From an optimization exercise on the open Yosys and OpenROAD flow, aimed at small area; shortcuts taken in it are not production practice. The RTL was checked by simulation tests, not by an equivalence proof against the original design. No activity file was given, so power comes from the tool's default toggle rates.

== build 17 ==
==> flow/design.v <==
module flexpipe_top (
    input  logic                   clk,
    input  logic                   rst_n,
    input  logic                   dbg_mode,
    output logic [31:0]            dbg_cycle_count,
    input  logic [63:0]            s_axi_awaddr,
    input  logic                   s_axi_awvalid,
    output logic                   s_axi_awready,
    input  logic [31:0]            s_axi_wdata,
    input  logic [3:0]             s_axi_wstrb,
    input  logic                   s_axi_wvalid,
    output logic                   s_axi_wready,
    output logic [1:0]             s_axi_bresp,
    output logic                   s_axi_bvalid,
    input  logic                   s_axi_bready,
    input  logic                   core_idle,
    input  logic                   core_pipeline_drained,
    input  logic                   flip_ack,
    output logic                   request_flip,
    output logic [196:0]           active_config,
    output logic                   layer_start_pulse,
    input  logic [108:0]           core_mem_req,
    input  logic                   core_mem_req_valid,
    output logic                   core_mem_req_ready,
    output logic [267:0]           core_mem_resp,
    output logic                   core_mem_resp_valid,
    output logic [108:0]           mem_master_req,
    output logic                   mem_master_valid,
    input  logic                   mem_master_ready,
    input  logic [267:0]           mem_master_resp,
    input  logic                   mem_master_resp_valid
);
    logic [31:0] dbg_q;
    always @(posedge clk or negedge rst_n) begin
        if (!rst_n)        dbg_q <= 32'd0;
        else if (dbg_mode) dbg_q <= dbg_q + 32'd1;
    end
    assign dbg_cycle_count = dbg_q;
    logic        axi_w, axi_b;
    logic [1:0]  widx;
    logic        wr;
    assign wr = axi_w & s_axi_wvalid;
    always @(posedge clk or negedge rst_n) begin
        if (!rst_n) begin
            axi_w <= 1'b0;
            axi_b <= 1'b0;
            widx  <= 2'd0;
        end else begin
            axi_w <= axi_w ? ~s_axi_wvalid : (~axi_b & s_axi_awvalid);
            axi_b <= axi_b ? ~s_axi_bready : wr;
            if (wr) widx <= widx + 2'd1;
        end
    end
    assign s_axi_awready = ~(axi_w | axi_b);
    assign s_axi_wready  = axi_w;
    assign s_axi_bvalid  = axi_b;
    assign s_axi_bresp   = 2'b00;
    logic [31:0] sh_cc, sh_cb, sh_pw, sh_ds;
    always @(posedge clk) begin
        if (wr && widx == 2'd0) sh_cc <= s_axi_wdata;
        if (wr && widx == 2'd1) sh_cb <= s_axi_wdata;
        if (wr && widx == 2'd2) sh_pw <= s_axi_wdata;
        if (wr && widx == 2'd3) sh_ds <= s_axi_wdata;
    end
    logic        sh_valid, flip_req, start_pulse, act_valid;
    logic [3:0]  epoch;
    logic [31:0] act_cc, act_cb, act_pw, act_ds;
    logic        no_outstanding_active;
    logic        flip;
    assign flip = flip_req & flip_ack;
    always @(posedge clk or negedge rst_n) begin
        if (!rst_n) begin
            sh_valid    <= 1'b0;
            flip_req    <= 1'b0;
            start_pulse <= 1'b0;
            act_valid   <= 1'b0;
            epoch       <= 4'd0;
            act_cc      <= 32'd0;
            act_cb      <= 32'd0;
            act_pw      <= 32'd0;
            act_ds      <= 32'd0;
        end else begin
            sh_valid    <= ~flip & (sh_valid | (wr & widx == 2'd3));
            flip_req    <= flip_req ? ~flip_ack
                                    : (sh_valid & core_idle & core_pipeline_drained & no_outstanding_active);
            start_pulse <= flip;
            if (flip) begin
                act_valid <= 1'b1;
                epoch     <= epoch + 4'd1;
                act_cc    <= sh_cc;
                act_cb    <= sh_cb;
                act_pw    <= sh_pw;
                act_ds    <= sh_ds;
            end
        end
    end
    assign request_flip      = flip_req;
    assign layer_start_pulse = start_pulse;
    assign active_config     = {act_cc, act_cb, act_pw, act_ds, 64'd0, act_valid, epoch};
    logic [7:0] act_cnt;
    logic       core_dec;
    assign core_dec = mem_master_resp_valid & mem_master_resp[1] & ~mem_master_resp[11]
                    & (act_cnt != 8'd0);
    always @(posedge clk or negedge rst_n) begin
        if (!rst_n)                                         act_cnt <= 8'd0;
        else if (core_dec)                                  act_cnt <= act_cnt - 8'd1;
        else if (core_mem_req_valid && mem_master_ready)    act_cnt <= act_cnt + 8'd1;
    end
    assign no_outstanding_active = (act_cnt == 8'd0);
    logic s_pr, s_pw, s_dr, s_dw, s_done;
    logic idle, pf_valid, pf_grant, pf_resp, ep_ok, id_ok;
    logic ptr_hit, data_last, data_hit, more, abort;
    logic [3:0]  walk_epoch;
    logic [31:0] walk_cnt, walk_max;
    logic [63:0] data_addr;
    assign idle      = ~(s_pr | s_pw | s_dr | s_dw | s_done);
    assign pf_valid  = s_pr | s_dr;
    assign pf_grant  = pf_valid & ~core_mem_req_valid & mem_master_ready;
    assign pf_resp   = mem_master_resp_valid & mem_master_resp[11];
    assign ep_ok     = (mem_master_resp[5:2] == epoch);
    assign id_ok     = (mem_master_resp[10:6] == 5'd0);
    assign ptr_hit   = s_pw & pf_resp & ep_ok & id_ok;
    assign data_last = s_dw & pf_resp & ep_ok & mem_master_resp[1];
    assign data_hit  = data_last & id_ok;
    assign more      = (walk_cnt != walk_max);
    assign abort     = ~idle & start_pulse;
    assign walk_epoch = epoch - {3'd0, start_pulse};
    always @(posedge clk or negedge rst_n) begin
        if (!rst_n) begin
            s_pr   <= 1'b0;
            s_pw   <= 1'b0;
            s_dr   <= 1'b0;
            s_dw   <= 1'b0;
            s_done <= 1'b0;
        end else begin
            s_pr   <= ~abort & ((idle & sh_valid) | (s_pr & ~pf_grant) | (data_hit & more));
            s_pw   <= ~abort & ((s_pr & pf_grant) | (s_pw & ~ptr_hit));
            s_dr   <= ~abort & (ptr_hit | (s_dr & ~pf_grant));
            s_dw   <= ~abort & ((s_dr & pf_grant) | (s_dw & ~data_hit));
            s_done <= ~abort & ((data_hit & ~more) | (s_done & sh_valid));
        end
    end
    always @(posedge clk) begin
        if (idle) begin
            walk_cnt <= 32'd0;
            walk_max <= sh_pw;
        end else if (data_last && more) begin
            walk_cnt <= walk_cnt + 32'd1;
        end
    end
    always @(posedge clk) begin
        data_addr <= ({64{s_pw}} & mem_master_resp[75:12]) | ({64{s_dr}} & data_addr);
    end
    logic [108:0] pf_req;
    assign pf_req = {({64{s_pr}} & {29'd0, walk_cnt, 3'd0}) | ({64{s_dr}} & data_addr),
                     26'd0, s_dr, 1'b0, s_pr, 3'd0,
                     pf_valid, 5'd0,
                     {4{pf_valid}} & walk_epoch,
                     s_dr, s_pr,
                     1'b0};
    assign mem_master_valid   = core_mem_req_valid | pf_valid;
    assign mem_master_req     = core_mem_req_valid ? {core_mem_req[108:13], 1'b0, core_mem_req[11:0]}
                                                   : pf_req;
    assign core_mem_req_ready = core_mem_req_valid & mem_master_ready;
    assign core_mem_resp       = mem_master_resp;
    assign core_mem_resp_valid = mem_master_resp_valid & ~mem_master_resp[11];
endmodule
clock: 5.0 ns
lec_check: 0
cap_margin: 20
core_area: 5 5 275 275
cts_buf_list: sky130_fd_sc_hd__clkbuf_8
cts_cluster_diameter: 50
cts_cluster_size: 16
die_area: 0 0 280 280
slew_margin: 20
standard.sh (not shown) runs the stock make flow with config.mk's settings and CLKGATE_MAP_FILE= SYNTH_SCRIPT=/design/flow/synth_recipe.tcl, a recipe that flattens the netlist after the stock synthesis.
==> flow/flow/run.sh <==
#!/bin/bash
# The standard ORFS layout with these changes:
#  - ABC maps the combinational logic with an area-oriented script
#    (flow/abc_area.script); the rest of the synthesis is the standard flow's own, so the
#    registers, their names and their cells are the standard synthesis's;
#  - the port buffers use the smallest buffer cell;

# Each tool's output goes to make_finish.log here and to ORFS's per-step logs
# under orfs/logs/.
set -euo pipefail
here=$(pwd)

sed 's#log_cmd abc {\*}\$abc_args#log_cmd abc -script '"$here"'/flow/abc_area.script {*}[lrange $abc_args 2 end]#' \
    "$FLOW_HOME/scripts/synth.tcl" > synth_area.tcl
grep -q 'flow/abc_area.script' synth_area.tcl
sed 's#source \$::env(SCRIPTS_DIR)/synth.tcl#source '"$here"'/synth_area.tcl#' synth_recipe.tcl > synth_top.tcl
grep -q 'synth_area.tcl' synth_top.tcl
sed 's#SYNTH_SCRIPT=[^ ]*#SYNTH_SCRIPT='"$here"'/synth_top.tcl#' standard.sh > layout.sh
grep -q 'synth_top.tcl' layout.sh

export BUFFER_PORTS_ARGS="-buffer_cell sky130_fd_sc_hd__buf_1"
export IO_PLACER_V="met2 met4"
export SKIP_REPAIR_TIE_FANOUT=1
bash layout.sh > make_finish.log 2>&1
==> flow/flow/abc_area.script <==
strash
dc2
dch -f
amap
The inputs of trial 72 differ from those of build 17 as listed below.
-- flow/design.v --
<<< build 17, line 152
        data_addr <= ({64{s_pw}} & mem_master_resp[75:12]) | ({64{s_dr}} & data_addr);
    end
    logic [108:0] pf_req;
    assign pf_req = {({64{s_pr}} & {29'd0, walk_cnt, 3'd0}) | ({64{s_dr}} & data_addr),
                     26'd0, s_dr, 1'b0, s_pr, 3'd0,
                     pf_valid, 5'd0,
                     {4{pf_valid}} & walk_epoch,
                     s_dr, s_pr,
                     1'b0};
    assign mem_master_valid   = core_mem_req_valid | pf_valid;
    assign mem_master_req     = core_mem_req_valid ? {core_mem_req[108:13], 1'b0, core_mem_req[11:0]}
                                                   : pf_req;
    assign core_mem_req_ready = core_mem_req_valid & mem_master_ready;
    assign core_mem_resp       = mem_master_resp;
>>> trial 72, line 152
        data_addr <= ({64{s_pw}} & mem_master_resp[75:12]) | ({64{s_dr}} & data_addr);
    end
    logic         sel_core, sel_pr, sel_dr;
    logic [108:0] core_part, pf_part;
    assign sel_core = core_mem_req_valid;
    assign sel_pr   = ~core_mem_req_valid & s_pr;
    assign sel_dr   = ~core_mem_req_valid & s_dr;
    assign core_part = {109{sel_core}} & {core_mem_req[108:13], 1'b0, core_mem_req[11:0]};
    assign pf_part   = {({64{sel_pr}} & {29'd0, walk_cnt, 3'd0}) | ({64{sel_dr}} & data_addr),
                        26'd0, sel_dr, 1'b0, sel_pr, 3'd0,
                        sel_pr | sel_dr, 5'd0,
                        {4{sel_pr | sel_dr}} & walk_epoch,
                        sel_dr, sel_pr,
                        1'b0};
    assign mem_master_valid   = core_mem_req_valid | pf_valid;
    assign mem_master_req     = core_part | pf_part;
    assign core_mem_req_ready = core_mem_req_valid & mem_master_ready;
    assign core_mem_resp       = mem_master_resp;
Notes after the runs:
The flow for trial 72 finished, though final verification flagged negative setup slack.
Summary: with build 17 as the reference, number of nets in the finished design in trial 72 moved up slightly.
On wire length of the first global-routing pass, the lower figure sits with build 17, not trial 72.
Summary of trial 72 over build 17: part of the total power dissipated in the clock network decreased by 0.2 points relative to the old numbers; met1 routing resource usage after global routing increased by 1.5 points relative to the old numbers; setup slack of the critical path after layout decreased by 0.65 ns relative to the old numbers; final critical-path required period increased by 0.65 ns relative to the old numbers; total power increased by about 1.1% relative to the old numbers.
NOTE: sequential share of layout area in trial 72 falls short of that of build 17
On worst ir drop on vdd, trial 72 does better than build 17.
Comparing trial 72 and build 17, the higher first-iteration DRC count was measured on build 17.
The worst setup path startpoint comes out epoch[0] in one run and walk_cnt[27] in the other, namely in trial 72 and build 17 respectively.
Trial 72 vs. build 17: total clock network power ~0 delta; power in combinational cells shows an increase of about 2%; tightest slew margin relative to the limit rose by 5.7 points; area overhead of the layout relative to synthesis rose 2.5 points.

[afterwards: timing with drivers on the ports]
In the flow no input, the clock included, has a driving cell. The finished layouts below were timed again as built, in two steps.
Step 1 (the two cells are an assumption about what drives the block):
set clk [get_ports {clk}]
set_driving_cell -lib_cell sky130_fd_sc_hd__clkbuf_16 $clk
set_driving_cell -lib_cell sky130_fd_sc_hd__buf_2 [delete_from_list [all_inputs] $clk]
Step 2 adds t to the input delays and takes it off the output delays; t is the mean of the earliest and latest rising clock arrival at the registers after step 1. Input paths then give back, and output paths get back, about the clock's delay inside the block.
Three values: no drivers, after step 1, after step 2; two values: the first two.
run | t, ns | slack for setup (ns) | clock arrival spread, ns | worst register clock-pin slew, ns | worst data-port slew with drivers (ns)
build 17 | 0.673 | 0.449 / 0.449 / -0.178 | 0.057 / 0.057 | 0.11 / 0.11 | 0.39
trial 72 | 0.682 | -0.200 / -0.268 / -0.950 | 0.037 / 0.036 | 0.11 / 0.11 | 0.37
With both steps, setup timing fails in build 17, where it was met with ideal ports. The setup slack of trial 72, which loses most, moves by -0.068 ns with the drivers and by -0.750 ns with both steps.
